This design comes from an exercise in tuning for small area and a short achievable clock period on the open sky130 flow, not from production work. Power figures rest on the tool's default switching activity, not on a simulated workload.

==> flow/design.v <==
module linebuffer_3x3 #
(
    parameter DATA_W = 8,
    parameter IMG_W  = 8      
)
(
    input  wire                     clk,
    input  wire                     rst,
    input  wire                     in_valid,
    input  wire signed [DATA_W-1:0] pixel_in,
    output reg                      out_valid,
    output reg signed [DATA_W-1:0]  p00, p01, p02,
    output reg signed [DATA_W-1:0]  p10, p11, p12,
    output reg signed [DATA_W-1:0]  p20, p21, p22
);
    reg signed [DATA_W-1:0] line1 [0:IMG_W-1];
    reg signed [DATA_W-1:0] line2 [0:IMG_W-1];
    integer i;
    reg [15:0] col;  
    always @(posedge clk) begin
        if (rst) begin
            for (i=0; i<IMG_W; i=i+1) begin
                line1[i] <= 0;
                line2[i] <= 0;
            end
            col <= 0;
            out_valid <= 0;
            p00 <= 0; p01 <= 0; p02 <= 0;
            p10 <= 0; p11 <= 0; p12 <= 0;
            p20 <= 0; p21 <= 0; p22 <= 0;
        end
        else if (in_valid) begin
            line2[col] <= line1[col];
            line1[col] <= pixel_in;
            if (col >= 2) begin
                p00 <= line2[col-2];
                p01 <= line2[col-1];
                p02 <= line2[col];
                p10 <= line1[col-2];
                p11 <= line1[col-1];
                p12 <= line1[col];
                p20 <= 0;  
                p21 <= 0;
                p22 <= 0;
                out_valid <= 1'b1;
            end else begin
                out_valid <= 1'b0;
            end
            if (col == IMG_W-1)
                col <= 0;
            else
                col <= col + 1;
        end else begin
            out_valid <= 0;
        end
    end
endmodule
module conv3x3_single_ch #
(
    parameter DATA_W = 8,
    parameter FRAC   = 4,
    parameter W00=0,parameter W01=0,parameter W02=0,
    parameter W10=0,parameter W11=0,parameter W12=0,
    parameter W20=0,parameter W21=0,parameter W22=0,
    parameter BIAS=0
)
(
    input  wire                     clk,
    input  wire                     rst,
    input  wire                     in_valid,
    input  wire signed [DATA_W-1:0] p00,p01,p02,p10,p11,p12,p20,p21,p22,
    output reg  signed [DATA_W-1:0] out_data,
    output reg                      out_valid
);
    reg signed [DATA_W+12:0] acc;
    reg signed [DATA_W+7:0]  prod;
    always @(posedge clk) begin
        if (rst) begin
            out_valid<=0; out_data<=0;
        end else if (in_valid) begin
            acc=0;
            prod=p00*W00; acc=acc+prod;
            prod=p01*W01; acc=acc+prod;
            prod=p02*W02; acc=acc+prod;
            prod=p10*W10; acc=acc+prod;
            prod=p11*W11; acc=acc+prod;
            prod=p12*W12; acc=acc+prod;
            prod=p20*W20; acc=acc+prod;
            prod=p21*W21; acc=acc+prod;
            prod=p22*W22; acc=acc+prod;
            acc=acc+(BIAS<<<FRAC);
            out_data<=acc>>>FRAC;
            out_valid<=1;
        end else
            out_valid<=0;
    end
endmodule
module batchnorm_scale_shift #
(
    parameter DATA_W = 8,
    parameter FRAC   = 4,
    parameter GAMMA  = (1<<FRAC),  
    parameter BETA   = 0           
)
(
    input  wire                     clk,
    input  wire                     rst,
    input  wire signed [DATA_W-1:0] in_data,
    input  wire                     in_valid,
    output reg  signed [DATA_W-1:0] out_data,
    output reg                      out_valid
);
    reg signed [DATA_W+7:0] mult, res;
    always @(posedge clk) begin
        if (rst) begin
            out_data  <= 0;
            out_valid <= 0;
        end else begin
            if (in_valid) begin
                mult = in_data * GAMMA;
                res  = (mult >>> FRAC) + BETA;
                out_data <= res[DATA_W-1:0];
                out_valid <= 1'b1;
            end else
                out_valid <= 1'b0;
        end
    end
endmodule
module leaky_relu #
(
    parameter DATA_W = 8,
    parameter FRAC   = 4,
    parameter A_NUM  = 1,
    parameter A_DEN  = 4
)
(
    input  wire                     clk,
    input  wire                     rst,
    input  wire signed [DATA_W-1:0] in_data,
    input  wire                     in_valid,
    output reg  signed [DATA_W-1:0] out_data,
    output reg                      out_valid
);
    reg signed [DATA_W+7:0] prod;
    reg signed [DATA_W+7:0] scaled;    
    always @(posedge clk) begin
        if (rst) begin
            out_data  <= 0;
            out_valid <= 0;
        end
        else begin
            if (in_valid) begin
                if (in_data[DATA_W-1] == 1'b0) begin
                    out_data <= in_data;
                end
                else begin
                    prod = in_data * A_NUM;
                    if (A_DEN == 1)
                        scaled = prod;
                    else if (A_DEN == 2)
                        scaled = prod >>> 1;
                    else if (A_DEN == 4)
                        scaled = prod >>> 2;
                    else
                        scaled = prod / A_DEN;
                    out_data <= scaled[DATA_W-1:0];
                end
                out_valid <= 1'b1;
            end
            else begin
                out_valid <= 1'b0;
            end
        end
    end
endmodule
module linebuffer_2x2 #
(
    parameter DATA_W = 8,
    parameter IMG_W  = 8
)
(
    input  wire                     clk,
    input  wire                     rst,
    input  wire                     in_valid,
    input  wire signed [DATA_W-1:0] pixel_in,
    output reg                      out_valid,
    output reg signed [DATA_W-1:0]  p00, p01,
    output reg signed [DATA_W-1:0]  p10, p11
);
    reg signed [DATA_W-1:0] linebuf [0:IMG_W-1];
    integer i;
    reg [15:0] col;
    reg row_valid;
    always @(posedge clk) begin
        if (rst) begin
            col <= 0;
            out_valid <= 0;
            for (i=0;i<IMG_W;i=i+1)
                linebuf[i] <= 0;
        end else if (in_valid) begin
            if (col < IMG_W)
                col <= col + 1;
            else
                col <= 1;
            if (row_valid && col >= 2) begin
                p00 <= linebuf[col-2];
                p01 <= linebuf[col-1];
                p10 <= pixel_in;
                p11 <= pixel_in;  
                out_valid <= 1;
            end else begin
                out_valid <= 0;
            end
            linebuf[col-1] <= pixel_in;
        end else begin
            out_valid <= 0;
        end
    end
    always @(posedge clk) begin
        if (rst)
            row_valid <= 0;
        else if (in_valid && col == IMG_W)
            row_valid <= 1;
    end
endmodule
module maxpool2x2 #
(
    parameter DATA_W = 8
)
(
    input  wire                     clk,
    input  wire                     rst,
    input  wire                     in_valid,
    input  wire signed [DATA_W-1:0] p00,
    input  wire signed [DATA_W-1:0] p01,
    input  wire signed [DATA_W-1:0] p10,
    input  wire signed [DATA_W-1:0] p11,
    output reg  signed [DATA_W-1:0] out_data,
    output reg                      out_valid
);
    reg signed [DATA_W-1:0] max1;
    reg signed [DATA_W-1:0] max2;
    always @(posedge clk) begin
        if (rst) begin
            out_valid <= 1'b0;
            out_data  <= {DATA_W{1'b0}};
            max1 <= {DATA_W{1'b0}};
            max2 <= {DATA_W{1'b0}};
        end else begin
            if (in_valid) begin
                if (p00 > p01) max1 <= p00;
                else           max1 <= p01;
                if (p10 > p11) max2 <= p10;
                else           max2 <= p11;
                if ( (p00 > p01 ? p00 : p01) > (p10 > p11 ? p10 : p11) )
                    out_data <= (p00 > p01 ? p00 : p01);
                else
                    out_data <= (p10 > p11 ? p10 : p11);
                out_valid <= 1'b1;
            end else begin
                out_valid <= 1'b0;
            end
        end
    end
endmodule
module cnn_top_with_pool #
(
    parameter DATA_W = 8,
    parameter FRAC   = 4,
    parameter IMG_W  = 32
)
(
    input  wire                     clk,
    input  wire                     rst,
    input  wire                     in_valid,
    input  wire signed [DATA_W-1:0] pixel_in,
    output reg                      out_valid,
    output reg signed [DATA_W-1:0]  out_data
);
    integer i;
    function gt;
        input [7:0] a, b;
        reg   [7:0] ua, ub, g0, e0;
        reg   [3:0] g1, e1;
        reg   [1:0] g2, e2;
        integer j;
        begin
            ua = {~a[7], a[6:0]};
            ub = {~b[7], b[6:0]};
            g0 = ua & ~ub;
            e0 = ~(ua ^ ub);
            for (j = 0; j < 4; j = j + 1) begin
                g1[j] = g0[2*j+1] | (e0[2*j+1] & g0[2*j]);
                e1[j] = e0[2*j+1] & e0[2*j];
            end
            for (j = 0; j < 2; j = j + 1) begin
                g2[j] = g1[2*j+1] | (e1[2*j+1] & g1[2*j]);
                e2[j] = e1[2*j+1] & e1[2*j];
            end
            gt = g2[1] | (e2[1] & g2[0]);
        end
    endfunction
    reg  [4:0] col;           
    reg        row1;          
    reg  [7:0] x1, x2;        
    reg  [4:0] yl1;           
    reg  [3:0] yh1;           
    reg  [4:0] al1;           
    reg  [3:0] ah1;           
    reg        fe1;           
    reg        m1;            
    always @(posedge clk) begin
        if (rst) begin
            col  <= 5'd0;
            row1 <= 1'b0;
            fe1  <= 1'b0;
        end else begin
            fe1 <= in_valid & (|col[4:1]);
            if (in_valid) begin
                col <= col + 5'd1;
                if (&col) row1 <= 1'b1;
            end
        end
        m1 <= row1;
        if (in_valid && !rst) begin
            x1 <= pixel_in;
            x2 <= x1;
        end
        yl1 <= {1'b0, pixel_in[3:0]} + {1'b0, x1[3:0]};
        yh1 <= pixel_in[7:4] + x1[7:4];
        al1 <= {1'b0, x1[1:0], 2'b00} - {1'b0, x2[3:0]};
        ah1 <= x1[5:2] - x2[7:4];
    end
    reg  [7:0] yl [0:29];     
    reg  [4:0] cl2;           
    reg  [3:0] ch2;           
    reg        fe2;
    wire [7:0] y1   = {yh1 + {3'b000, yl1[4]}, yl1[3:0]};
    wire [7:0] yold = yl[29] & {8{m1}};
    always @(posedge clk) begin
        if (fe1) begin
            yl[0] <= y1;
            for (i = 1; i < 30; i = i + 1)
                yl[i] <= yl[i-1];
        end
        cl2 <= {1'b0, al1[3:0]} - {1'b0, yold[3:0]};
        ch2 <= ah1 - yold[7:4] - {3'b000, al1[4]};
        if (rst) fe2 <= 1'b0;
        else     fe2 <= fe1;
    end
    reg  [3:0] bl3;           
    reg  [1:0] bc3;           
    reg  [3:0] bh3;           
    reg        fe3;
    wire [3:0] chm  = ch2 - 4'd1;
    wire [3:0] hs0  = ch2 + {ch2[3], ch2[3:1]};
    wire [3:0] hs1  = chm + {chm[3], chm[3:1]};
    wire       c4   = ch2[0] ^ cl2[4];
    wire [5:0] blo  = {2'b00, cl2[3:0]} + {2'b00, c4, cl2[3:1]} + 6'd4;
    always @(posedge clk) begin
        bl3 <= blo[3:0];
        bc3 <= blo[5:4];
        bh3 <= cl2[4] ? hs1 : hs0;
        if (rst) fe3 <= 1'b0;
        else     fe3 <= fe2;
    end
    reg  signed [7:0] f4;
    reg        fe4;
    wire [7:0] b = {bh3 + {2'b00, bc3}, bl3};
    always @(posedge clk) begin
        f4 <= b[7] ? {b[7], b[7], b[7:2]} : b;
        if (rst) fe4 <= 1'b0;
        else     fe4 <= fe3;
    end
    reg  signed [7:0] fl [0:31];     
    reg  signed [7:0] f5;
    reg        c29, c30;      
    reg        sl5;           
    reg        fe5;
    always @(posedge clk) begin
        f5  <= f4;
        c29 <= gt(f4, fl[29]);
        c30 <= gt(f4, fl[30]);
        if (rst) begin
            fe5 <= 1'b0;
            sl5 <= 1'b0;
        end else begin
            fe5 <= fe4;
            sl5 <= fe5;
        end
    end
    reg  [4:0] d;             
    reg        any;           
    reg        row2;          
    reg        res;           
    reg  signed [7:0] p6, f6;        
    reg        v6;
    always @(posedge clk) begin
        if (rst) begin
            d    <= 5'd31;
            any  <= 1'b0;
            row2 <= 1'b0;
            res  <= 1'b0;
        end else if (fe5) begin
            d    <= d + 5'd1;
            any  <= 1'b1;
            if (any && (&d)) row2 <= 1'b1;
            res  <= ~(&d) & (row2 | (any & (&d)));
        end
        if (fe5) begin
            fl[0] <= f5;
            for (i = 1; i < 31; i = i + 1)
                fl[i] <= fl[i-1];
            fl[31] <= (sl5 ? c29 : c30) ? f5 : fl[30];
        end
        p6 <= fl[31];
        f6 <= f5;
        if (rst) v6 <= 1'b0;
        else     v6 <= fe5 & res;
    end
    always @(posedge clk) begin
        out_data <= gt(f6, p6) ? f6 : p6;
        if (rst) out_valid <= 1'b0;
        else     out_valid <= v6;
    end
endmodule
clock: 4.0 ns
lec_check: 0
abc_clock_period_in_ps: 1600
cap_margin: 20
core_margin: 2
core_utilization: 60
cts_cluster_diameter: 60
cts_cluster_size: 30
setup_slack_margin: 2.4
slew_margin: 20
standard.sh (not shown) runs the stock make flow with config.mk's settings and CLKGATE_MAP_FILE= SYNTH_SCRIPT=/design/flow/synth_recipe.tcl, a recipe that flattens the netlist after the stock synthesis.
==> flow/flow/run.sh <==
#!/bin/bash
# The standard layout, except that synthesis leaves the adders to ABC
# instead of mapping them onto the library's half- and full-adder cells.
set -euo pipefail
bash standard.sh ADDER_MAP_FILE= finish > standard_make.log 2>&1
The first run went through all stages and came out clean.
Edit:
--- a/flow/design.v
+++ b/flow/design.v
@@ -362,65 +362,63 @@
         bc3 <= blo[5:4];
         bh3 <= cl2[4] ? hs1 : hs0;
         if (rst) fe3 <= 1'b0;
         else     fe3 <= fe2;
     end
-    reg  signed [7:0] f4;
+    reg  [7:0] b4;
     reg        fe4;
-    wire [7:0] b = {bh3 + {2'b00, bc3}, bl3};
     always @(posedge clk) begin
-        f4 <= b[7] ? {b[7], b[7], b[7:2]} : b;
+        b4 <= {bh3 + {2'b00, bc3}, bl3};
         if (rst) fe4 <= 1'b0;
         else     fe4 <= fe3;
     end
-    reg  signed [7:0] fl [0:31];     
-    reg  signed [7:0] f5;
-    reg        c29, c30;      
-    reg        sl5;           
-    reg        fe5;
-    always @(posedge clk) begin
-        f5  <= f4;
-        c29 <= gt(f4, fl[29]);
-        c30 <= gt(f4, fl[30]);
-        if (rst) begin
-            fe5 <= 1'b0;
-            sl5 <= 1'b0;
-        end else begin
-            fe5 <= fe4;
-            sl5 <= fe5;
-        end
-    end
     reg  [4:0] d;             
     reg        any;           
     reg        row2;          
+    reg        push;          
     reg        res;           
-    reg  signed [7:0] p6, f6;        
-    reg        v6;
+    reg  signed [7:0] fl [0:30];     
+    reg  signed [7:0] f1;            
+    reg  signed [7:0] a5, b5, f5;    
+    reg        v5;
+    wire signed [7:0] f4 = b4[7] ? {b4[7], b4[7], b4[7:2]} : b4;
     always @(posedge clk) begin
         if (rst) begin
             d    <= 5'd31;
             any  <= 1'b0;
             row2 <= 1'b0;
+            push <= 1'b1;
             res  <= 1'b0;
-        end else if (fe5) begin
+        end else if (fe4) begin
             d    <= d + 5'd1;
             any  <= 1'b1;
             if (any && (&d)) row2 <= 1'b1;
+            push <= ~(&d);
             res  <= ~(&d) & (row2 | (any & (&d)));
         end
-        if (fe5) begin
-            fl[0] <= f5;
+        if (fe4 && push) begin
+            fl[0] <= f4;
             for (i = 1; i < 31; i = i + 1)
                 fl[i] <= fl[i-1];
-            fl[31] <= (sl5 ? c29 : c30) ? f5 : fl[30];
         end
-        p6 <= fl[31];
+        if (fe4)
+            f1 <= f4;
+        a5 <= f1;
+        b5 <= fl[30];
+        f5 <= f4;
+        if (rst) v5 <= 1'b0;
+        else     v5 <= fe4 & res;
+    end
+    reg  signed [7:0] g6, f6;
+    reg        v6;
+    always @(posedge clk) begin
+        g6 <= gt(a5, b5) ? a5 : b5;
         f6 <= f5;
         if (rst) v6 <= 1'b0;
-        else     v6 <= fe5 & res;
+        else     v6 <= v5;
     end
     always @(posedge clk) begin
-        out_data <= gt(f6, p6) ? f6 : p6;
+        out_data <= gt(f6, g6) ? f6 : g6;
         if (rst) out_valid <= 1'b0;
         else     out_valid <= v6;
     end
 endmodule
What happened:
- area after synthesis goes up slightly
- wire length goes down by a few percent
- non-clock buffer count goes up by 2
- sequential cell count goes up by 14
- total power goes down slightly
- design area goes up slightly
- clock power stays flat
- count of clock-buffer cells in the layout goes up by 4
- setup slack got worse by 220 ps
- worst hold slack got worse by 22 ps
- cell count goes up by a few percent
- first-iteration DRC count goes up by roughly a tenth
- core utilization goes down by 0.73 points
Function was not checked in any run of this note: the RTL went through the layout flow alone.

## port drivers added, routing unchanged
The flow's constraints put no driver on any port. The routed layouts listed below were extracted and timed again, unchanged, in two steps.
Step 1 assumes that a clkbuf_16 drives the clock port and a buf_2 every other input.
Step 2 also shifts input and output timing later by t, the mid clock arrival at the registers, as if the neighbouring blocks saw the same clock.
Slacks: ideal / step 1 / step 2; pairs: ideal / step 1.
run | t (ns) | setup WS [ns] | worst hold slack (ns)
the first run | 0.575 | 2.158 / 2.158 / 1.926 | 0.350 / 0.350 / 0.350
the second run | 0.568 | 1.935 / 1.935 / 1.863 | 0.328 / 0.328 / 0.328
After both steps setup and hold are still met in every run listed. The setup slack of the first run, which loses most, moves by 0.000 ns with the drivers and by -0.232 ns with both steps.
